This is an optimization exercise on Yosys and OpenROAD, whose aim is a short achievable clock period and few clock cycles, not a production implementation. Only simulation tests tie the RTL to the original design; equivalence was not proved. Power figures rest on the tool's default switching activity, not on a simulated workload.

==> flow/design.v <==
module alu(
	input wire		  clk,
	input wire 		  rst,
	input wire[31:0]  op1,
	input wire[31:0]  op2,
	input wire[3:0]   oprt,
	input wire  	  en,
	output reg[31:0]  res,
	output reg[10:0]  flag  
);
	wire[31:0] add1;
	wire[32:0] neg_op2, add_res;
	reg[32:0] add2;
	assign neg_op2 = (~op2 + 32'b1);
	assign add1 = op1;
	assign add_res = add1 + add2; 
	always @(*) begin
		case(oprt)
			4'b0000: begin  
				add2 = op2;
			end
			4'b0001: begin  
				add2 = neg_op2[31:0];
			end
			default: add2 = op2;
		endcase
		case(oprt)
			4'b0000: begin  
				res = add_res[31:0];
			end
			4'b0001: begin  
				res = add_res[31:0];
			end
			4'b0100: begin
				res = op1 >> op2;
			end
			4'b0101: begin
				res = op1 << op2;
			end
			4'b0110: begin
				res = op1 & op2;
			end
			4'b0111: begin
				res = op1 | op2;
			end
			4'b1000: begin
				res = ~op1;
			end
			4'b1001: begin
				res = op1 >>> op2;
			end
			4'b1010: begin
				res = op1 ^ op2;
			end
			4'b1011: begin
				res = op1 && op2;
			end
			4'b1100: begin
				res = op1 || op2;
			end
			4'b1101: begin
				res = !op1;
			end
			default: begin
				add2 = op2;
				res = 32'h80000000;
			end
		endcase
	end
	always @(posedge clk) begin
		if (~rst) begin
			flag <= 11'b0;  
		end
		else begin
			flag[0] <= res[31];
			flag[1] <= &(~res);
			flag[2] <= add_res[32];
			flag[3] <= (~(add1[31] ^ add2[31])) & (res[31] ^ add1[31]);
			flag[10:4] <= 7'b0;
		end
	end
endmodule
module ex(
	input wire[4:0]   rd_addr_i,
	input wire        ram_en_i,  
	input wire		  ram_rw_i, 
	input wire 	  	  J_i,
	input wire[3:0]   flag_t_i,
	input wire[3:0]   oprt_i,
	input wire		  wen_i,
	input wire[31:0]  op1_i,
	input wire[31:0]  op2_i, 
	input wire[31:0]  ram_indata_i,
	input wire[10:0]  flags_i,  
	input wire[31:0]  res_i,  
	input wire[31:0]  ram_data_i,  
	output wire[31:0] pc_addr_set_o,  
	output reg		  pc_set_o,  
	output reg 	  	  flush_o,  
	output wire  	  regs_wen_o,
	output wire[4:0]  regs_rd_o,
	output wire[31:0] regs_rd_data_o,
	output wire[3:0]  alu_oprt_o,  
 	output wire[31:0] alu_op1_o,  
	output wire[31:0] alu_op2_o,  
	output wire  	  alu_en_o,
	output wire 	  ram_en_o,
	output wire[31:0] ram_addr_o,  
	output wire  	  ram_rw_o,  
	output wire[31:0] ram_data_o  
);
	wire[15:0] flag_t;
	assign flag_t[7:0] = {~flags_i[3],flags_i[3],~flags_i[0],flags_i[0],~flags_i[2],flags_i[2],~flags_i[1],1'b0};
	assign flag_t[8] = flags_i[2] & (~flags_i[1]);
	assign flag_t[9] = ~flag_t[8];
	assign flag_t[11] = flags_i[0] ^ flags_i[3];
	assign flag_t[10] = ~flag_t[11];
	assign flag_t[13] = flags_i[1] | (flags_i[0] ^ flags_i[3]);
	assign flag_t[12] = ~flag_t[13];
	assign flag_t[15] = 1;
	assign flag_t[14] = flags_i[1];
	assign pc_addr_set_o = res_i;
	always @(*) begin
		if(J_i) begin  
			pc_set_o = 1'b1;
			flush_o = 1'b0;
		end
		else if(~(&(~flag_t_i)) && flag_t[flag_t_i]) begin  
			pc_set_o = 1'b1;
			flush_o = 1'b0;
		end
		else begin
			pc_set_o = 1'b0;
			flush_o = 1'b1;
		end
	end
	assign regs_wen_o = wen_i;
	assign regs_rd_o = rd_addr_i;
	assign alu_op1_o = op1_i;
	assign alu_op2_o = op2_i;
	assign alu_oprt_o = oprt_i;
	assign alu_en_o = ~ram_en_o | ram_rw_o;
	assign ram_en_o = ram_en_i;
	assign ram_rw_o = ram_rw_i;
	assign ram_addr_o = op1_i;
	assign ram_data_o = ram_indata_i;
	assign regs_rd_data_o = (ram_en_i & ~ram_rw_i) ? ram_data_i : res_i;
endmodule
module id(
	input wire[31:0]  inst_i,
	input wire[31:0]  inst_addr_i,
	input wire[31:0]  op1_i,op2_i,
	output wire[31:0] inst_o, 
	output wire[31:0] inst_addr_o,
	output wire[4:0]  rs1_addr_o, 
	output wire[4:0]  rs2_addr_o, 
	output reg[4:0]   rd_addr_o,
	output reg        ram_en_o,  
	output reg		  ram_rw_o, 
	output reg 	      J_o,
	output reg[3:0]   flag_t_o,
	output reg[3:0]   oprt_o,
	output reg		  wen_o,
	output reg[31:0]  op1_o,
	output reg[31:0]  op2_o,
	output reg[31:0]  ram_indata_o
);
	wire[2:0]  opcode;
	wire[3:0]  func;
	wire[4:0]  rs1;
	wire[4:0]  rs2;
	wire[4:0]  rd;
	wire[19:0] imm20;
	wire[14:0] imm15;
	assign opcode = inst_i[2:0];
	assign func = inst_i[6:3];
	assign rs1 = inst_i[11:7];
	assign rs2 = inst_i[16:12];
	assign rd =  inst_i[21:17];
	assign imm20 = inst_i[31:12];
	assign imm15 = inst_i[31:17];
	assign rs1_addr_o = rs1;
	assign rs2_addr_o = rs2;
	assign inst_addr_o = inst_addr_i;
	assign inst_o = inst_i;
	always @(*) begin
		if (opcode == 3'b101) begin
			ram_indata_o = op2_i;
		end
		else begin
			ram_indata_o = 32'b0;
		end
		case(opcode)
			3'b000:  begin
				case(func[1:0])
					2'b00: begin 
						op1_o = 32'b0;
						op2_o = {{12{imm20[19]}}, imm20};
						rd_addr_o = rs1;
						ram_en_o = 0;
						ram_rw_o = 0;
						J_o = 0;
						flag_t_o = 4'b0;
						oprt_o = 4'b0;
						wen_o = 1;
					end
					2'b01: begin 
						op1_o = op1_i;
						op2_o = ({{17{1'b0}}, imm15} << 17);
						rd_addr_o = rs1;
						ram_en_o = 0;
						ram_rw_o = 0;
						J_o = 0;
						flag_t_o = 4'b0;
						oprt_o = 4'b0;
						wen_o = 1;
					end
					2'b11: begin 
						op1_o = op1_i;
						op2_o = {{17{imm15[14]}}, imm15};
						rd_addr_o = rs2;
						ram_en_o = 0;
						ram_rw_o = 0;
						J_o = 0;
						flag_t_o = 4'b0;
						oprt_o = 4'b0;
						wen_o = 1;
					end
					default: begin
						op1_o = 32'b0;
						op2_o = 32'b0;
						rd_addr_o = 5'b0;
						ram_en_o = 0;
						ram_rw_o = 0;
						J_o = 0;
						flag_t_o = 4'b0;
						oprt_o = 4'b0;
						wen_o = 0;
					end
				endcase
			end
			3'b001: begin  
				op1_o = op1_i;
				op2_o = op2_i;
				rd_addr_o = rd;
				ram_en_o = 0;
				ram_rw_o = 0;
				J_o = 0;
				flag_t_o = 4'b0;
				oprt_o = func;
				wen_o = 1;
			end
			3'b010: begin 
				case(func[0]) 
					1'b0: begin  
						op1_o = op1_i;
						op2_o = {{12{imm20[19]}}, imm20};
						rd_addr_o = rd;
						ram_en_o = 0;
						ram_rw_o = 0;
						J_o = 1;
						flag_t_o = 4'b0;
						oprt_o = 4'b0;
						wen_o = 0;
					end
					1'b1: begin  
						op1_o = inst_addr_i;
						op2_o = {{12{imm20[19]}}, imm20};
						rd_addr_o = rs1;
						ram_en_o = 0;
						ram_rw_o = 0;
						J_o = 0;
						flag_t_o = 4'b0;
						oprt_o = 4'b0;
						wen_o = 1;
					end
					default: begin
						op1_o = 32'b0;
						op2_o = 32'b0;
						rd_addr_o = 5'b0;
						ram_en_o = 0;
						ram_rw_o = 0;
						J_o = 0;
						flag_t_o = 4'b0;
						oprt_o = 4'b0;
						wen_o = 0;
					end
				endcase
			end
			3'b011: begin  
				op1_o = op1_i;
				op2_o = {{12{imm20[19]}}, imm20};
				rd_addr_o = rd;
				ram_en_o = 0;
				ram_rw_o = 0;
				J_o = 0;
				flag_t_o = func;
				oprt_o = 4'b0;
				wen_o = 0;		
			end
			3'b100: begin  
				op1_o = op1_i;  
				op2_o = op2_i;
				rd_addr_o = rd; 
				ram_en_o = 1;
				ram_rw_o = 0;
				J_o = 0;
				flag_t_o = 4'b0;
				oprt_o = 4'b0;
				wen_o = 1;		
			end
			3'b101: begin  
				op1_o = op1_i;  
				op2_o = {{17{imm15[14]}}, imm15};  
				rd_addr_o = rs1;
				ram_en_o = 1;
				ram_rw_o = 1;
				J_o = 0;
				flag_t_o = 4'b0;
				oprt_o = 4'b0;
				wen_o = func[0];
			end
			default: begin
				op1_o = 32'b0;
				op2_o = 32'b0;
				rd_addr_o = 5'b0;
				ram_en_o = 0;
				ram_rw_o = 0;
				J_o = 0;
				flag_t_o = 4'b0;
				oprt_o = 4'b0;
				wen_o = 0;
			end
		endcase
	end
endmodule
module id_ex(
	input wire 	 	  clk,
	input wire  	  rst,
	input wire[4:0]   rd_addr_i,
	input wire        ram_en_i,  
	input wire		  ram_rw_i, 
	input wire 	  	  J_i,
	input wire[3:0]   flag_t_i,
	input wire[3:0]   oprt_i,
	input wire		  wen_i,
	input wire[31:0]  op1_i,
	input wire[31:0]  op2_i,
	input wire[31:0]  ram_ind_i,
	output reg[4:0]   rd_addr_o,
	output reg        ram_en_o,  
	output reg		  ram_rw_o, 
	output reg 	  	  J_o,
	output reg[3:0]   flag_t_o,
	output reg[3:0]   oprt_o,
	output reg		  wen_o,
	output reg[31:0]  op1_o,
	output reg[31:0]  op2_o,
	output reg[31:0]  ram_ind_o
);
	always @(posedge clk) begin
		if (~rst) begin  
			rd_addr_o <= 5'b0;
			ram_en_o <= 1'b0;  
			ram_rw_o <= 1'b0; 
			J_o <= 1'b0;
			flag_t_o <= 4'b0;
			oprt_o <= 4'b0;
			wen_o <= 1'b0;
			op1_o <= 32'b0;
			op2_o <= 32'b0;
			ram_ind_o <= 32'b0;
		end
		else begin
			rd_addr_o <= rd_addr_i;
			ram_en_o <= ram_en_i;  
			ram_rw_o <= ram_rw_i; 
			J_o <= J_i;
			flag_t_o <= flag_t_i;
			oprt_o <= oprt_i;
			wen_o <= wen_i;
			op1_o <= op1_i;
			op2_o <= op2_i;
			ram_ind_o <= ram_ind_i;
		end
	end
endmodule
module if_id(
	input wire 		 clk,
	input wire 		 rst,
	input wire[31:0] inst_i,
	input wire[31:0] inst_addr_i,
	output reg[31:0] inst_o,
	output reg[31:0] inst_addr_o
);
	always @(posedge clk) begin
		if (~rst) begin
			inst_o <= 32'b0;
			inst_addr_o <= 32'b0;
		end
		else begin
			inst_o <= inst_i;
			inst_addr_o <= inst_addr_i; 
		end
	end
endmodule
module ifetch(
	input wire[31:0]  inst_addr_i, 
	input wire[31:0]  inst_i,  
	output wire[31:0] inst_addr_2rom_o,  
	output wire[31:0] inst_addr_2nex_o,  
	output wire[31:0] inst_o  
);
	assign inst_addr_2rom_o = inst_addr_i;
	assign inst_addr_2nex_o = inst_addr_i;
	assign inst_o = inst_i;
endmodule
module pc(
	input wire       clk,
	input wire       rst,
	input wire		 set,
	input wire[31:0] set_pc,
	output reg[31:0] pc_o
);
	always @(posedge clk) begin
		if (~rst) begin
			pc_o <= 32'b0;  
		end
		else if(set) begin
			pc_o <= set_pc;
		end
		else begin
			pc_o <= pc_o + 32'd4;
		end
	end
endmodule
module regs(
	input wire 		  clk,
	input wire 		  rst,
	input wire[4:0]   rs1_i,
	input wire[4:0]   rs2_i,
	input wire[4:0]   rd_i,
	input wire 		  wen_i,
	input wire[31:0]  rd_data_i,
	output reg[31:0]  op1_o,
	output reg[31:0]  op2_o
);
	reg[31:0] registers[31:0];
	integer i;
	always @(posedge clk) begin
		if (!rst) begin
			for(i = 0;i < 32;i = i + 1) begin  
				registers[i] <= 32'b0;
			end
		end
		else begin
			if(wen_i) begin
				registers[rd_i] <= rd_data_i;
			end
		end
	end
	always @(*) begin
		if(rs1_i == 5'b0) begin
			op1_o = 32'b0;
		end
		else if(wen_i && (rs1_i == rd_i) ) begin
			op1_o = rd_data_i;
		end
		else begin
			op1_o = registers[rs1_i];
		end
		if(rs2_i == 5'b0) begin
			op2_o = 32'b0;
		end
		else if(wen_i && (rs2_i == rd_i) ) begin
			op2_o = rd_data_i; 
		end
		else begin
			op2_o = registers[rs2_i];
		end
	end
endmodule
module luu_core(
	input wire        clk,
	input wire        rst,  
	output wire[31:0] imem_addr,  
	input wire[31:0]  imem_data,  
	output wire       dmem_en,  
	output wire       dmem_we,
	output wire[31:0] dmem_addr,
	output wire[31:0] dmem_wdata,
	input wire[31:0]  dmem_rdata  
);
	wire[31:0] ifetch_rom_addr;
	wire[31:0] rom_ifetch_inst;
	wire[31:0] pc_ifetch_addr;
	wire[31:0] ifetch_ifid_addr;
	wire[31:0] ifetch_ifid_inst;
	wire[31:0] ifid_id_inst;
	wire[31:0] ifid_id_addr;
	wire[4:0]  id_regs_rs1_addr;
	wire[4:0]  id_regs_rs2_addr;
	wire[31:0] regs_id_op1;
	wire[31:0] regs_id_op2;
	wire       id_idex_ram_en, id_idex_ram_rw, id_idex_J, id_idex_wen;
	wire[3:0]  id_idex_flag, id_idex_oprt;
	wire[4:0]  id_idex_rd_addr;
	wire[31:0] id_idex_op1, id_idex_op2, id_idex_ram_ind;
	wire       idex_ex_ram_en, idex_ex_ram_rw, idex_ex_J, idex_ex_wen;
	wire[3:0]  idex_ex_flag, idex_ex_oprt;
	wire[4:0]  idex_ex_rd_addr;
	wire[31:0] idex_ex_op1, idex_ex_op2, idex_ex_ram_ind;
	wire	   ex_flush, ex_pc_set;
	wire[31:0] ex_pc_addr;
	wire  	   ex_ram_en;
	wire 	   ex_ram_rw;
	wire[31:0] ex_ram_addr, ex_ram_data, ram_ex_data;
	wire[31:0] ex_regs_rd_data;
	wire[4:0]  ex_regs_rd_addr;
	wire 	   ex_regs_wen;
	wire  	   ex_alu_en;
	wire[3:0]  ex_alu_oprt;
	wire[31:0] ex_alu_op1, ex_alu_op2, alu_ex_res;
	wire[10:0] alu_ex_flag;
	assign imem_addr = ifetch_rom_addr;
	assign rom_ifetch_inst = imem_data;
	assign dmem_en = ex_ram_en;
	assign dmem_we = ex_ram_rw;
	assign dmem_addr = ex_ram_addr;
	assign dmem_wdata = ex_ram_data;
	assign ram_ex_data = dmem_rdata;
	pc pc_insc(
		.clk   (clk),
		.rst   (rst),
		.set   (ex_pc_set),
		.set_pc(ex_pc_addr),
		.pc_o  (pc_ifetch_addr)
	);
	ifetch ifetch_insc(
		.inst_addr_i	 (pc_ifetch_addr),  
		.inst_i 		 (rom_ifetch_inst),  
		.inst_addr_2rom_o(ifetch_rom_addr),  
		.inst_addr_2nex_o(ifetch_ifid_addr),  
		.inst_o 		 (ifetch_ifid_inst)  
	);
	if_id if_id_insc(
		.clk 		(clk),
		.rst 		(rst & ex_flush),
		.inst_i 	(ifetch_ifid_inst),  
		.inst_addr_i(ifetch_ifid_addr),  
		.inst_o 	(ifid_id_inst),  
		.inst_addr_o(ifid_id_addr)  
	);
	id id_insc(
		.inst_i      (ifid_id_inst),
		.inst_addr_i (ifid_id_addr),
		.op1_i		 (regs_id_op1),
		.op2_i 		 (regs_id_op2),
		.inst_o 	 (), 
		.inst_addr_o (),
		.rs1_addr_o  (id_regs_rs1_addr), 
		.rs2_addr_o  (id_regs_rs2_addr), 
		.rd_addr_o   (id_idex_rd_addr),
		.ram_en_o    (id_idex_ram_en),  
		.ram_rw_o    (id_idex_ram_rw), 
		.J_o  	  	 (id_idex_J),
		.flag_t_o 	 (id_idex_flag),
		.oprt_o 	 (id_idex_oprt),
		.wen_o 		 (id_idex_wen),
		.op1_o		 (id_idex_op1),
		.op2_o		 (id_idex_op2),
		.ram_indata_o(id_idex_ram_ind)
	);
	id_ex id_ex_insc(
		.clk 	   (clk),
		.rst 	   (rst & ex_flush),
		.rd_addr_i (id_idex_rd_addr),
		.ram_en_i  (id_idex_ram_en),  
		.ram_rw_i  (id_idex_ram_rw), 
		.J_i	   (id_idex_J),
		.flag_t_i  (id_idex_flag),
		.oprt_i    (id_idex_oprt),
		.wen_i	   (id_idex_wen),
		.op1_i	   (id_idex_op1),
		.op2_i	   (id_idex_op2),
		.ram_ind_i (id_idex_ram_ind),
		.rd_addr_o (idex_ex_rd_addr),
		.ram_en_o  (idex_ex_ram_en),  
		.ram_rw_o  (idex_ex_ram_rw), 
		.J_o       (idex_ex_J),
		.flag_t_o  (idex_ex_flag),
		.oprt_o    (idex_ex_oprt),
		.wen_o     (idex_ex_wen),
		.op1_o     (idex_ex_op1),
		.op2_o     (idex_ex_op2),
		.ram_ind_o (idex_ex_ram_ind)
	);
	ex ex_insc(
		.rd_addr_i     (idex_ex_rd_addr),
		.ram_en_i      (idex_ex_ram_en),  
		.ram_rw_i      (idex_ex_ram_rw), 
		.J_i   	  	   (idex_ex_J),
		.flag_t_i      (idex_ex_flag),
		.oprt_i        (idex_ex_oprt),
		.wen_i         (idex_ex_wen),
		.op1_i         (idex_ex_op1),
		.op2_i         (idex_ex_op2), 
		.ram_indata_i  (idex_ex_ram_ind),
		.flags_i       (alu_ex_flag),  
		.res_i         (alu_ex_res),  
		.ram_data_i    (ram_ex_data),  
		.pc_addr_set_o (ex_pc_addr),  
		.pc_set_o      (ex_pc_set),  
		.flush_o       (ex_flush),  
		.regs_wen_o    (ex_regs_wen),
		.regs_rd_o 	   (ex_regs_rd_addr),
		.regs_rd_data_o(ex_regs_rd_data),
		.alu_oprt_o    (ex_alu_oprt),  
	 	.alu_op1_o     (ex_alu_op1),  
		.alu_op2_o     (ex_alu_op2),  
		.alu_en_o 	   (ex_alu_en),
		.ram_en_o      (ex_ram_en),
		.ram_addr_o    (ex_ram_addr),  
		.ram_rw_o      (ex_ram_rw),  
		.ram_data_o    (ex_ram_data)  
	);
	regs regs_insc(
		.clk  	   (clk),
		.rst  	   (rst),
		.rs1_i     (id_regs_rs1_addr),
		.rs2_i     (id_regs_rs2_addr),
		.rd_i      (ex_regs_rd_addr),
		.wen_i     (ex_regs_wen),
		.rd_data_i (ex_regs_rd_data),
		.op1_o 	   (regs_id_op1),
		.op2_o 	   (regs_id_op2)
	);
	alu alu_insc(
		.clk  (clk),
		.rst  (rst),
		.op1  (ex_alu_op1),
		.op2  (ex_alu_op2),
		.oprt (ex_alu_oprt),
		.en   (ex_alu_en),
		.res  (alu_ex_res),
		.flag (alu_ex_flag)  
	);
endmodule
==> flow/run.sh <==
#!/bin/bash
# synth_recipe.tcl (not shown) runs the flow's synth.tcl, then flattens the netlist and writes it again
# the make line also repeats each setting of config.mk as NAME=value (left out here)
make -C /OpenROAD-flow-scripts/flow DESIGN_CONFIG=/design/flow/config.mk WORK_HOME=/design/flow/orfs CLKGATE_MAP_FILE= SYNTH_SCRIPT=/design/flow/synth_recipe.tcl finish
==> flow/config.mk <==
export PLATFORM = sky130hd
export DESIGN_NAME = luu_core
export DESIGN_NICKNAME = luu_core
export VERILOG_FILES = /design/flow/design.v
export SDC_FILE = /design/flow/constraint.sdc
export NUM_CORES = 4
export LEC_CHECK = 0
export CAP_MARGIN = 20
export CORE_MARGIN = 2
export CORE_UTILIZATION = 40
export SLEW_MARGIN = 20
==> flow/constraint.sdc <==
create_clock -name core_clock -period 7.0 [get_ports {clk}]
set_input_delay 1.4000 -clock core_clock [delete_from_list [all_inputs] [get_ports {clk}]]
set_output_delay 1.4000 -clock core_clock [all_outputs]
set_load 0.01 [all_outputs]
==> notes.md <==
status no timing/DRC/antenna violations; Slew HR 18.3%; dpl cells 7393; wire length per cell 38.2 microns; non-filler instance count after layout 7647; CTS tree done; IO Count 164; vias in the first global route 50400; post-synth cell types 83; CTS buffer count 139; Slew Viols, Final 0; Synth Register Bits 1237; Worst Setup End Kind register; Hold WS 0.442 ns; Hold Crit Endpoint id_ex_insc.op1_o[11]; critical path class reg -> reg; CP cell instances inv_2 > ha_1 > and4b_1 > nand2_1 > nor2_1 > a31oi_1 > xnor2_1 > ha_1 > a21oi_1 > a21boi_0 > and2_1 > nand4_1 > a21boi_0 > o311ai_0 > o31ai_4 > buf_4 > a21oi_1 > a21oi_1 > nor2_1; power share of the sequential group 44.1%; Critical Path Source Type register; multi-input logic area 31600 sq um; Max Fclk 163 MHz; Storage cell area 35100 sq um; Total Power 19.4 mW; overall routing resource usage 33.0%; VDD IR-drop max 0.256 mV; sequential area share after synthesis 51.1%; htree depth 4; hpwl dp 187 mm; CP Max Fanout 34; die width 418 microns; Die Span Y 418 microns; reg2reg start id_ex_insc.op2_o[1]; cell with the most instances after synthesis nor2_1; Synth area leader edfxtp_1; core footprint 170000 sq um; Synth Warn # 7; setup tns final 0 ns; slowest cell on the critical path a21boi_0; First DRT Iteration DRCs 8487; Most common cell on crit path a21oi_1; PwrDens 249 nW/um^2; synthesized area 68600 sq um; root buf cell clkbuf_16; Skew-Pair Late Insertion Delay 0.82 ns; synth top area cells edfxtp_1, mux4_2, nor2_1, dfxtp_1, clkbuf_1; flop2flop setup slack 0.86 ns; # setup viols final 0; initial antenna violation count 11; Clock Path Buffers 3; Final Hold Viols 0; crit path time final 6.14 ns; clock skew 0.0470 ns; crit share post-route 87.7%; pin count of the biggest net entering global routing 115; global-route wire length before repair 400 mm; RSZ-0062 raised after global routing false; Nets 5490; Initial Utilization 40.4%; CTS clk-pin slew, worst paths 0.07 ns; cts hold-fix bufs 0; Area growth, synth to finish 13.5%; DR DRC count 0; Layout Utilization 45.8%; FFs w/ async S/R, synth 0%; CP Buf/Inv Count 2; Cell Int Power 13.5 mW; First-pass DRT Iterations 7; # Post-CTS Setup Buffers 0; share of layout cells above drive strength 1 23.8%; DR vias/cell 6.73; net count after synthesis 5499; share of Yosys cell area claimed by the top area cell type 44.8%; Critical Path RT 7.68 ns; worst r2r dst id_ex_insc.op2_o[25]; Net Sw Frac 30.2%; Detailed Route WL 292 mm; critical path depth 19; Syn Area/Cell 12.9 sq um; net switching power 5.85 mW; die footprint 175000 sq um; PortBufs 163; top cells by count, synth nor2_1, edfxtp_1, mux4_2; Placer Congestion 0.996; CTS sink count 1237; clock share of power 37.5%; Primary FF master, synth edfxtp_1; combinational share of power 18.5%; Tightest Pin Transition 1.22 ns; CP peak stage delay 0.52 ns; Row Count 151; Setup WS post-layout 0.861 ns; Hold Startpoint if_id_insc.inst_addr_o[11]; LEAKAGE 26.3 nW; worst slack at placement 1.02 ns; post-route cell area 77800 sq um; CP delay by family, top compound AO/OA/AOI/OAI gates; Routed Antenna Nets 0; Worst EP arrival 6.81 ns; Worst Hold Class reg -> reg; Post-synth EDFFs 1024; post-cts repair resize count 0; dpl cell area 73400 sq um; DR vias 51500; max_cap viols 0; cell count after synthesis 5326; hold depth 1; Fillers 15000; Congestion Overflow GR 0; worst reg2reg path depth 19
logic make-up (layout without fill, tap and decap cells):
group	count (synthesis)	count (layout)	share of synthesized area, %
simple gates	1843	1843	11.4
flops	1237	1237	51.1
mux	846	846	25.2
buf+inv	640	741	3.58
compound gates	570	570	5.72
fa+ha+maj	107	107	1.96
xor+xnor	83	83	1.06
other cells	0	2	0
worst reg2reg max path, cell delays in order, from the launching register on:
cell      delay (ns)
dfxtp_2         0.34
inv_2           0.26
ha_1            0.33
and4b_1         0.33
nand2_1         0.15
nor2_1          0.32
a31oi_1         0.15
xnor2_1         0.23
ha_1            0.37
a21oi_1         0.30
a21boi_0        0.42
and2_1          0.21
nand4_1         0.13
a21boi_0        0.52
o311ai_0        0.38
o31ai_4         0.50
buf_4           0.42
a21oi_1         0.30
a21oi_1         0.26
nor2_1          0.08
power by group through the flow:
stage	combinational [mW]	sequential, mW	clock (mW)
2_1_floorplan	2.09	8.51	0
3_3_place_gp	3.47	8.66	0
3_5_place_dp	3.48	8.68	0
4_1_cts	3.49	8.52	7.28
5_1_grt	3.67	8.55	7.55
6_report	3.58	8.54	7.26
final cells by class:
cell class / instances / area share, %
multi-input cells: 3449 / 40.7
repair buffers: 392 / 4.56
inverters: 98 / 0.473
clock buffers: 177 / 4.69
flip-flops and latches: 1237 / 45.1
clock inverters: 74 / 0.990
diodes: 2 / 0.00643
well taps: 2218 / 3.57
layer usage:
| layer | vias to the layer above | track usage, % | wire [microns] |
|---|---|---|---|
| li1 | 20300 | - | - |
| met1 | 26300 | 40.2 | 99200 |
| met2 | 3910 | 53.0 | 138000 |
| met3 | 918 | 7.65 | 33300 |
| met4 | 10 | 20.8 | 21900 |
| met5 | - | 0 | 53 |
registers in the layout, indices dropped and copies added, names as in the netlist:
signal,count
alu_insc.flag,4
id_ex_insc.J_o,1
id_ex_insc.flag_t_o,4
id_ex_insc.op1_o,32
id_ex_insc.op2_o,32
id_ex_insc.oprt_o,4
id_ex_insc.ram_en_o,1
id_ex_insc.ram_ind_o,32
id_ex_insc.ram_rw_o,1
id_ex_insc.rd_addr_o,5
id_ex_insc.wen_o,1
if_id_insc.inst_addr_o,32
if_id_insc.inst_o,32
pc_insc.pc_o,32
regs_insc.registers,1024
layout by cell type (no fill, tap or decap), types with 91 or more instances in the layout:
cell,count
nor2_1,1222
edfxtp_1,1024
mux4_2,691
buf_4,214
dfxtp_1,199
nand2_1,190
clkdlybuf4s50_1,162
clkbuf_16,139
a21oi_1,130
ha_1,106
inv_1,94
mux2i_1,91
how the worst max path moves through the flow:
| stage | start | to |
|---|---|---|
| global route | id_ex_insc.op2_o[2] | id_ex_insc.op2_o[25] |
| CTS | id_ex_insc.op2_o[1] | id_ex_insc.op2_o[25] |
| finish | id_ex_insc.op2_o[1] | id_ex_insc.op2_o[25] |
| floorplan | id_ex_insc.oprt_o[2] | id_ex_insc.op2_o[27] |
| global placement | id_ex_insc.op2_o[1] | id_ex_insc.op2_o[25] |
| detailed placement | id_ex_insc.op2_o[1] | id_ex_insc.op2_o[25] |
Testbench counts, summed over its fixed seeds: cycles 82,572.

-- re-timing with driven ports --
The results above use ideal ports. As a check the final layout listed here was re-extracted and re-timed, cells and wires unchanged. Step 1 sets driving cells, clkbuf_16 on the clock port and buf_2 on the other inputs (assumed; they add their load-dependent delay and slew). Step 2 adds t to the input delays and takes it off the output delays; t is the mean of the earliest and latest rising clock arrival at the registers after step 1. Input paths then give back, and output paths get back, about the clock's delay inside the block. Slacks: ideal ports / drivers / drivers and shift; pairs: ideal ports / drivers.
shift t [ns]: 0.875
setup slack, ns: 0.861 / 0.861 / 0.861
worst setup path at the end: register to register
slew at the worst register clock pin (ns): 0.07 / 0.07
cell pins on the clock port's net: 1
After both steps this run still meets setup and hold. The setup slack of this run moves by 0.000 ns with the drivers and by 0.000 ns with both steps.
